Context: an optimization exercise on an open-source flow, tuned for small area and a short achievable clock period. The choices shown serve that exercise and are no tape-out recipe.
At most, simulation tests tie the RTL to the original design; equivalence was not proved.
No activity file was given, so power comes from the tool's default toggle rates.

## alu
module alu #(parameter DATA_WIDTH = 32, OP = 3)
(
    input wire start,
    input wire clk,
    input wire reset_n,
    input wire [DATA_WIDTH - 1 : 0] A,
    input wire [DATA_WIDTH - 1 : 0] B,
    input wire [OP - 1 : 0] op,
    output wire [DATA_WIDTH - 1 : 0] result,
    output reg done
);
  reg [31:0] a_r, b_r;
  reg [2:0]  op_r;
  reg        done_reg;
  always @(posedge clk) begin
    a_r  <= A;
    b_r  <= B;
    op_r <= op;
  end
  always @(posedge clk or negedge reset_n) begin
    if (!reset_n) done_reg <= 1'b0;
    else          done_reg <= start && (op != 3'b011);
  end
  wire [32:0] bx = {b_r, 1'b0};
  wire [15:0] bone, btwo, bneg;
  genvar gi;
  generate for (gi = 0; gi < 16; gi = gi + 1) begin : enc
    assign bone[gi] = bx[2*gi+1] ^ bx[2*gi];
    assign btwo[gi] = (bx[2*gi+2] ^ bx[2*gi+1]) & ~(bx[2*gi+1] ^ bx[2*gi]);
    assign bneg[gi] = bx[2*gi+2];
  end endgenerate
  wire [31:0] pp0;
  assign pp0[0] = (bone[0] & a_r[0]) ^ bneg[0];
  assign pp0[1] = ((bone[0] & a_r[1]) | (btwo[0] & a_r[0])) ^ bneg[0];
  assign pp0[2] = ((bone[0] & a_r[2]) | (btwo[0] & a_r[1])) ^ bneg[0];
  assign pp0[3] = ((bone[0] & a_r[3]) | (btwo[0] & a_r[2])) ^ bneg[0];
  assign pp0[4] = ((bone[0] & a_r[4]) | (btwo[0] & a_r[3])) ^ bneg[0];
  assign pp0[5] = ((bone[0] & a_r[5]) | (btwo[0] & a_r[4])) ^ bneg[0];
  assign pp0[6] = ((bone[0] & a_r[6]) | (btwo[0] & a_r[5])) ^ bneg[0];
  assign pp0[7] = ((bone[0] & a_r[7]) | (btwo[0] & a_r[6])) ^ bneg[0];
  assign pp0[8] = ((bone[0] & a_r[8]) | (btwo[0] & a_r[7])) ^ bneg[0];
  assign pp0[9] = ((bone[0] & a_r[9]) | (btwo[0] & a_r[8])) ^ bneg[0];
  ...
Settings: LEC_CHECK=0, CAP_MARGIN=20, CORE_MARGIN=2, CORE_UTILIZATION=45, SETUP_SLACK_MARGIN=3, SLEW_MARGIN=20; clock period 9.5 ns.
run.sh (not shown) runs the stock make flow with config.mk's settings and CLKGATE_MAP_FILE= SYNTH_SCRIPT=/design/flow/synth_recipe.tcl, a recipe that flattens the netlist after the stock synthesis.
==> next run, changes <==
Settings changed: SETUP_SLACK_MARGIN 3 to 5.
Routed wire length is higher by 13%; synthesized area does not change; maximum frequency is higher by about 11%; via count is higher by about 7%; global-route usage is higher by 5.2 points; setup slack gains 630 ps; worst hold slack stays flat; combinational power is higher by 45%.
==> next run, changes <==
Settings changed: SETUP_SLACK_MARGIN 5 to unset.
Outcome: Die area does not change; count of clock-buffer cells in the layout rises by 1; worst setup slack gets worse by 1500 ps; design area decreases by 16%.

========
Setup of oak:
Another version of the RTL of alu (not shown whole).
For scale: roughly 1,800 cells after synthesis, ~150 flip-flops, roughly 100 I/O pins, ~18,000 um2 of cells after synthesis.
make LEC_CHECK=0 CAP_MARGIN=20 CORE_MARGIN=2 CORE_UTILIZATION=45 SETUP_SLACK_MARGIN=5 SLEW_MARGIN=20 SYNTH_HIERARCHICAL=1 SYNTH_MINIMUM_KEEP_SIZE=0 finish   # period 9.5 ns
oak went all the way through synthesis, placement and routing and the layout is clean on timing, DRC and antenna.
Setup changes, oak to pine
==> flow/flow/run.sh (new file) <==
#!/bin/bash
# The standard layout flow (standard.sh, ORFS with the standard flow's config), with two changes:
#  - the ports are buffered with buf_2 cells (ORFS would pick clkdlybuf4s50_1 delay cells);
#  - repair_timing aims at a setup slack margin of 5.5 ns.
export BUFFER_PORTS_ARGS="-buffer_cell sky130_fd_sc_hd__buf_2"
bash standard.sh SETUP_SLACK_MARGIN=5.5 finish > standard.log 2>&1
==> flow/standard.sh (new file) <==
#!/bin/bash
# synth_recipe.tcl (not shown) runs the flow's synth.tcl, then flattens the netlist and writes it again
# the make line also repeats each setting of config.mk as NAME=value (left out here)
make -C /OpenROAD-flow-scripts/flow DESIGN_CONFIG=/design/flow/config.mk WORK_HOME=/design/flow/orfs CLKGATE_MAP_FILE= SYNTH_SCRIPT=/design/flow/synth_recipe.tcl "${@:-finish}"
removed: flow/run.sh
[summary]
Sort pine and oak by multi-input logic portion of the cell area asc -> top: pine
Per the comparison of pine with oak, wire length of the first global-routing pass up 8.4%, wire length increased 7500 um, design area climbed 2600 um2.
Area of placed instances: pine < oak
Inputs modified between pine and birch:
==> flow/flow/run.sh <==
#!/bin/bash
# The standard layout flow (standard.sh, ORFS with the standard flow's config), with two changes:
#  - the ports are buffered with buf_2 cells (ORFS would pick clkdlybuf4s50_1 delay cells);
#  - repair_timing aims at a setup slack margin of 5 ns.
export BUFFER_PORTS_ARGS="-buffer_cell sky130_fd_sc_hd__buf_2"
bash standard.sh SETUP_SLACK_MARGIN=5 finish > standard.log 2>&1
- birch: full flow OK, the timing, design-rule and antenna checks passed
- x_r[15]$_DFF_P_ as the launch point of the worst path was reported by pine, and y_r[21]$_DFF_P_ by birch.
- Compared with pine, in birch slack of the critical path went down 0.19 ns, met2 layer wire length in the routed design went down 13%, final cycle utilization of the critical path went up 2.0 points, delay contributed by the slowest stage of the critical path went up 0.09 ns, fraction of area in registers went up 1.6 points.
- The capture point of the critical path comes out result[16] in one run and result[30] in the other, namely in pine and birch respectively.
- birch vs pine, overall power of the completed layout went down by 12%.
- The wire length of the first global-routing pass of birch was superior to that of pine.
- Taking pine as the reference, in birch number of vias after detailed routing went down by 9.0%; total wire length went down by 14%.
No functional check of the RTL was part of any run of this note.

port drivers added, routing unchanged:
The results above use ideal ports. As a check the final layouts listed here were re-extracted and re-timed, cells and wires unchanged.
Step 1 (the two cells are an assumption about what drives the block):
set clk [get_ports {clk}]
set_driving_cell -lib_cell sky130_fd_sc_hd__clkbuf_16 $clk
set_driving_cell -lib_cell sky130_fd_sc_hd__buf_2 [delete_from_list [all_inputs] $clk]
Step 2 times the ports against the registers' clock, not the clock port: input delays grow and output delays shrink by t, the midpoint of the rising clock arrivals with the driver on.
a / b / c = ideal ports / drivers / drivers and shift; a / b = the first two.
run | t, ns | setup slack, ns | worst setup path after step 2 | clock arrival spread, ns | cell pins on the clock port's net
the first run of note 1 | 0.502 | 3.263 / 3.263 / 3.263 | register to register | 0.024 / 0.024 | 1
the second run of note 1 | 0.542 | 3.891 / 3.891 / 3.891 | register to register | 0.032 / 0.031 | 1
the third run of note 1 | 0.504 | 2.342 / 2.342 / 2.342 | register to register | 0.026 / 0.027 | 1
oak | 0.516 | 4.854 / 4.798 / 5.057 | register to register | 0.011 / 0.011 | 1
pine | 0.495 | 5.279 / 5.224 / 5.561 | register to register | 0.013 / 0.013 | 1
birch | 0.489 | 5.092 / 5.040 / 5.166 | register to register | 0.016 / 0.015 | 1
After both steps setup and hold are still met in every run listed.
